This design comes from an exercise in tuning for small area on the open sky130 flow, not from production work.
In this exercise RTL edits were held to simulation tests only and were not proved equivalent to the original.
The clock port is modelled as an ideal driver, which makes a skipped or thinned clock tree look cheaper than it is; a real chip needs a root buffer or a tree.
Power figures rest on the tool's default switching activity, not on a simulated workload.

// wall_following_robot_top
module wall_following_robot_top (
    input  wire        clk_50M,
    input  wire        rst_n,
    input  wire        echo_left,
    input  wire        echo_front,
    input  wire        echo_right,
    output wire        trig_left,
    output wire        trig_front,
    output wire        trig_right,
    output wire        left_pwm,
    output wire        left_in1,
    output wire        left_in2,
    output wire        right_pwm,
    output wire        right_in1,
    output wire        right_in2,
    output wire [2:0]  state_leds
);
    wire       end_l, end_f, end_r;
    wire [1:0] left_cls;
    wire       front_near;
    wire [1:0] drive_cmd;
    t1b_trigger trig_L (.clk_50M(clk_50M), .reset(rst_n), .echo_rx(echo_left),
                        .trig(trig_left), .trig_end(end_l));
    t1b_trigger trig_F (.clk_50M(clk_50M), .reset(rst_n), .echo_rx(echo_front),
                        .trig(trig_front), .trig_end(end_f));
    t1b_trigger trig_R (.clk_50M(clk_50M), .reset(rst_n), .echo_rx(echo_right),
                        .trig(trig_right), .trig_end(end_r));
    t1b_echo_left  echo_L (.clk_50M(clk_50M), .reset(rst_n), .echo_rx(echo_left),
                           .trig_end(end_l), .cls(left_cls));
    t1b_echo_front echo_F (.clk_50M(clk_50M), .reset(rst_n), .echo_rx(echo_front),
                           .trig_end(end_f), .near(front_near));
    wall_follower_logic u_brain (
        .clk(clk_50M), .rst_n(rst_n),
        .left_cls(left_cls), .front_near(front_near),
        .drive_cmd(drive_cmd)
    );
    assign state_leds = {1'b0, drive_cmd};
    robot_drive_system u_drive_sys (
        .clk(clk_50M), .rst_n(rst_n), .cmd(drive_cmd),
        .left_pwm(left_pwm),   .left_in1(left_in1),   .left_in2(left_in2),
        .right_pwm(right_pwm), .right_in1(right_in1), .right_in2(right_in2)
    );
endmodule
==> flow/config.mk <==
export PLATFORM = sky130hd
export DESIGN_NAME = wall_following_robot_top
export DESIGN_NICKNAME = wall_following_robot_top
export VERILOG_FILES = /design/flow/design.v
export SDC_FILE = /design/flow/constraint.sdc
export NUM_CORES = 4
export LEC_CHECK = 0
export CAP_MARGIN = 20
export CORE_MARGIN = 2
export CORE_UTILIZATION = 70
export SLEW_MARGIN = 20
==> flow/constraint.sdc <==
create_clock -name core_clock -period 20.0 [get_ports {clk_50M}]
set_input_delay 4.0000 -clock core_clock [delete_from_list [all_inputs] [get_ports {clk_50M}]]
set_output_delay 4.0000 -clock core_clock [all_outputs]
set_load 0.01 [all_outputs]
standard.sh (not shown) runs the stock make flow with config.mk's settings and CLKGATE_MAP_FILE= SYNTH_SCRIPT=/design/flow/synth_recipe.tcl, a recipe that flattens the netlist after the stock synthesis.
==> flow/flow/run.sh <==
#!/bin/bash
# Standard layout, except: port buffers are buf_1, timing-slack power
# recovery is on, and after CTS the clock tree is replaced by four
# clkbuf_16 driven from the clock port (flow/post_cts.tcl).
set -euo pipefail
export BUFFER_PORTS_ARGS="-buffer_cell sky130_fd_sc_hd__buf_1"
export CTS_ARGS="-sink_clustering_enable -repair_clock_nets -dont_use_dummy_load -buf_list sky130_fd_sc_hd__clkbuf_4"
export POST_CTS_TCL="$(pwd)/flow/post_cts.tcl"
export RECOVER_POWER=100
bash standard.sh > standard.log 2>&1
Other scripts of this flow, unchanged in this note and not shown: flow/flow/post_cts.tcl
Rerun with:
--- a/flow/config.mk
+++ b/flow/config.mk
@@ -10 +10 @@
-export CORE_UTILIZATION = 70
+export CORE_UTILIZATION = 40
The changed run finished clean.
Core utilization went down by 33 points.
Power stays flat.
Cell area grows slightly.
Via count drops slightly.
No run of this note takes its clock network from TritonCTS; it comes from the design's own scripts or RTL.


The RTL this note starts from:
==> flow/design.v <==
module motor_driver (
    input  wire clk,
    input  wire rst_n,
    output wire pwm_out
);
    reg [7:0] counter;
    always @(posedge clk or negedge rst_n) begin
        if (!rst_n)
            counter <= 8'b0;
        else
            counter <= counter + 1'b1;
    end
    assign pwm_out = counter < 8'd180;
endmodule
module robot_drive_system (
    input  wire       clk,
    input  wire       rst_n,
    input  wire [1:0] cmd,
    output wire       left_pwm,
    output wire       left_in1,
    output wire       left_in2,
    output wire       right_pwm,
    output wire       right_in1,
    output wire       right_in2
);
    reg manual;
    always @(posedge clk or negedge rst_n) begin
        if (!rst_n)
            manual <= 1'b0;
        else
            manual <= |cmd;
    end
    wire pwm;
    motor_driver u_pwm (.clk(clk), .rst_n(rst_n), .pwm_out(pwm));
    assign left_pwm  = manual & pwm;
    assign right_pwm = manual & pwm;
    assign left_in1  = manual & cmd[0];
    assign left_in2  = manual & ~cmd[0];
    assign right_in1 = manual & ~(cmd[1] & cmd[0]);
    assign right_in2 = manual & cmd[1] & cmd[0];
endmodule
module t1b_trigger (
    input  wire clk_50M,
    input  wire reset,
    input  wire echo_rx,
    output wire trig,
    output wire trig_end
);
    localparam [19:0] TINV = 20'haaaaa;
    reg  [19:0] ts;
    wire [19:0] t = ts ^ TINV;
    reg         a, b, x;
    wire fb   = ~(t[19] ^ t[16]);
    wire d51  = (t & 20'h24c00) == (20'he07ff & 20'h24c00);
    wire d551 = (t & 20'h10272) == (20'h43220 & 20'h10272);
    wire dx   = (t & 20'hff6ff) == (20'h9a531 & 20'hff6ff);
    wire wexit = ~a & b & x;
    assign trig     = a & ~b;
    assign trig_end = a & ~b & d551;
    always @(posedge clk_50M) begin
        if (reset == 0) begin
            ts <= TINV;
            a <= 1'b0;
            b <= 1'b0;
            x <= 1'b0;
        end else begin
            ts <= (wexit ? 20'h80000 : {t[18:0], fb}) ^ TINV;
            x <= (x | dx) & ~wexit;
            a <= a ? (~b | echo_rx) : (~b & d51);
            b <= b ? (a | ~x) : (a & d551);
        end
    end
endmodule
module t1b_echo_left (
    input  wire       clk_50M,
    input  wire       reset,
    input  wire       echo_rx,
    input  wire       trig_end,
    output reg  [1:0] cls
);
    localparam [16:0] EINV   = 17'h0aaaa;
    localparam [16:0] ESTART = 17'h14b89;
    reg  [16:0] es;
    wire [16:0] e = es ^ EINV;
    reg  [1:0]  r;
    wire en    = echo_rx & reset;
    wire ones  = &e[15:0];
    wire fb    = ~(e[16] ^ e[13]) ^ ones;
    wire d588  = ones & e[16];
    wire d4705 = (e & 17'h0fb43) == (17'h1545b & 17'h0fb43);
    wire d9411 = (e & 17'h00faf) == (17'h0cfaa & 17'h00faf);
    always @(posedge clk_50M) begin
        es <= (en ? {e[15:0], fb} : ESTART) ^ EINV;
        r[1] <= en & (~r[0] | (r[1] ? ~d588 : d4705));
        r[0] <= en & (r[1] ? (r[0] | d9411) : ~(r[0] & d4705));
        if (reset == 0)
            cls <= 2'b00;
        else if (!echo_rx && r != 2'b00)
            cls <= r;
        else if (!echo_rx && trig_end)
            cls <= 2'b00;
    end
endmodule
module t1b_echo_front (
    input  wire clk_50M,
    input  wire reset,
    input  wire echo_rx,
    input  wire trig_end,
    output reg  near
);
    localparam [16:0] EINV   = 17'h0aaaa;
    localparam [16:0] ESTART = 17'h14b89;
    reg  [16:0] es;
    wire [16:0] e = es ^ EINV;
    reg         r;
    reg         echo_rx_dly;
    wire en    = echo_rx & reset;
    wire ones  = &e[15:0];
    wire fb    = ~(e[16] ^ e[13]) ^ ones;
    wire d588  = ones & e[16];
    wire d6176 = (e & 17'h106ff) == (17'h0e914 & 17'h106ff);
    always @(posedge clk_50M) begin
        es          <= (en ? {e[15:0], fb} : ESTART) ^ EINV;
        echo_rx_dly <= en;
        r           <= en & (r ? ~d6176 : d588);
        if (reset == 0)
            near <= 1'b0;
        else if (!echo_rx && echo_rx_dly)
            near <= r;
        else if (!echo_rx && trig_end)
            near <= 1'b0;
    end
endmodule
module wall_follower_logic (
    input  wire       clk,
    input  wire       rst_n,
    input  wire [1:0] left_cls,
    input  wire       front_near,
    output reg  [1:0] drive_cmd
);
    always @(posedge clk or negedge rst_n) begin
        if (!rst_n)
            drive_cmd <= 2'd0;
        else if (front_near || left_cls == 2'b01)
            drive_cmd <= 2'd3;
        else if (left_cls == 2'b10)
            drive_cmd <= 2'd1;
        else
            drive_cmd <= 2'd2;
    end
endmodule
module wall_following_robot_top (
    input  wire        clk_50M,
    input  wire        rst_n,
    input  wire        echo_left,
    input  wire        echo_front,
    input  wire        echo_right,
    output wire        trig_left,
    output wire        trig_front,
    output wire        trig_right,
    output wire        left_pwm,
    output wire        left_in1,
    output wire        left_in2,
    output wire        right_pwm,
    output wire        right_in1,
    output wire        right_in2,
    output wire [2:0]  state_leds
);
    wire       end_l, end_f, end_r;
    wire [1:0] left_cls;
    wire       front_near;
    wire [1:0] drive_cmd;
    t1b_trigger trig_L (.clk_50M(clk_50M), .reset(rst_n), .echo_rx(echo_left),
                        .trig(trig_left), .trig_end(end_l));
    t1b_trigger trig_F (.clk_50M(clk_50M), .reset(rst_n), .echo_rx(echo_front),
                        .trig(trig_front), .trig_end(end_f));
    t1b_trigger trig_R (.clk_50M(clk_50M), .reset(rst_n), .echo_rx(echo_right),
                        .trig(trig_right), .trig_end(end_r));
    t1b_echo_left  echo_L (.clk_50M(clk_50M), .reset(rst_n), .echo_rx(echo_left),
                           .trig_end(end_l), .cls(left_cls));
    t1b_echo_front echo_F (.clk_50M(clk_50M), .reset(rst_n), .echo_rx(echo_front),
                           .trig_end(end_f), .near(front_near));
    wall_follower_logic u_brain (
        .clk(clk_50M), .rst_n(rst_n),
        .left_cls(left_cls), .front_near(front_near),
        .drive_cmd(drive_cmd)
    );
    assign state_leds = {1'b0, drive_cmd};
    robot_drive_system u_drive_sys (
        .clk(clk_50M), .rst_n(rst_n), .cmd(drive_cmd),
        .left_pwm(left_pwm),   .left_in1(left_in1),   .left_in2(left_in2),
        .right_pwm(right_pwm), .right_in1(right_in1), .right_in2(right_in2)
    );
endmodule
clock: 20.0 ns
lec_check: 0
cap_margin: 20
core_margin: 2
core_utilization: 40
cts_buf_list: sky130_fd_sc_hd__clkbuf_4
cts_cluster_diameter: 100
cts_cluster_size: 30
slew_margin: 20
run.sh (not shown) runs the stock make flow with config.mk's settings and CLKGATE_MAP_FILE= SYNTH_SCRIPT=/design/flow/synth_recipe.tcl, a recipe that flattens the netlist after the stock synthesis.
Stock flow here: none of the scripts above is used.
The starting point went through all stages and came out clean.
Then changed:
==> flow/flow/run.sh (new file) <==
#!/bin/bash
# Standard layout with smaller port buffers and a clock tree without dummy loads.
set -euo pipefail
export BUFFER_PORTS_ARGS="-buffer_cell sky130_fd_sc_hd__buf_1"
export CTS_ARGS="-sink_clustering_enable -repair_clock_nets -dont_use_dummy_load -buf_list sky130_fd_sc_hd__clkbuf_4"
export RECOVER_POWER=100
bash standard.sh > standard.log 2>&1
==> flow/standard.sh (new file) <==
#!/bin/bash
# synth_recipe.tcl (not shown) runs the flow's synth.tcl, then flattens the netlist and writes it again
# the make line also repeats each setting of config.mk as NAME=value (left out here)
make -C /OpenROAD-flow-scripts/flow DESIGN_CONFIG=/design/flow/config.mk WORK_HOME=/design/flow/orfs CLKGATE_MAP_FILE= SYNTH_SCRIPT=/design/flow/synth_recipe.tcl "${@:-finish}"
- CTS_BUF_LIST: sky130_fd_sc_hd__clkbuf_4 -> default
- CTS_CLUSTER_DIAMETER: 100 -> default
- CTS_CLUSTER_SIZE: 30 -> default
removed: flow/run.sh
Design area decreases by 5.6%.
Area after synthesis stays the same.
Cell count decreases by 2.6%.
Synthesized cell count stays the same.
Total power decreases by 15%.
Sequential power is about the same.
Non-clock buffer count is unchanged.
Worst setup slack is better by 0.32 ns.
Then changed:
==> flow/flow/run.sh (replaced) <==
#!/bin/bash
# Standard layout with smaller port buffers and a clock tree without dummy loads.
set -euo pipefail
export BUFFER_PORTS_ARGS="-buffer_cell sky130_fd_sc_hd__buf_1"
export CTS_ARGS="-sink_clustering_enable -repair_clock_nets -dont_use_dummy_load -buf_list sky130_fd_sc_hd__clkbuf_8 -sink_clustering_size 40 -sink_clustering_max_diameter 200"
bash standard.sh > standard.log 2>&1
- CORE_UTILIZATION: 40 -> 60
Outcome:
- The changed run went through all stages and came out clean
- wire length went down by 1.4%
- core utilization went up by 22 points
- maximum frequency went up by 2.5%
- first-iteration DRC count went up by 61%
- total power went up by 11%
- register-to-register slack is better by 0.02 ns
- via count went up by 0.89%
- cell count went down by 9.9%
- sequential power barely changes
- count of clock-buffer cells in the layout is unchanged
- sequential cell count stays the same

## static timing again, ports no longer ideal
The flow's constraints put no driver on any port. The routed layouts listed below were extracted and timed again, unchanged, in two steps.
Step 1, drivers: a clkbuf_16 drives clk_50M and a buf_2 each remaining input, both assumed.
Step 2 adds t to the input delays and takes it off the output delays; t is the mean of the earliest and latest rising clock arrival at the registers after step 1. Input paths then give back, and output paths get back, about the clock's delay inside the block.
a / b / c = ideal / step 1 / step 2; a / b = the first two.
run	t, ns	setup WS [ns]	slew at the worst register clock pin (ns)
the first run of note 1	0.235	14.116 / 14.167 / 13.932	0.10 / 0.10
the second run of note 1	0.238	14.160 / 14.214 / 13.975	0.12 / 0.12
the first run of note 2	0.514	14.129 / 14.100 / 14.414	0.10 / 0.10
the second run of note 2	0.500	14.453 / 14.460 / 13.960	0.11 / 0.11
the third run of note 2	0.433	14.589 / 14.560 / 14.782	0.07 / 0.07
After both steps setup and hold are still met in every run listed. For the second run of note 2, which loses most, drivers alone change the setup slack by +0.007 ns; drivers and shift together by -0.493 ns.
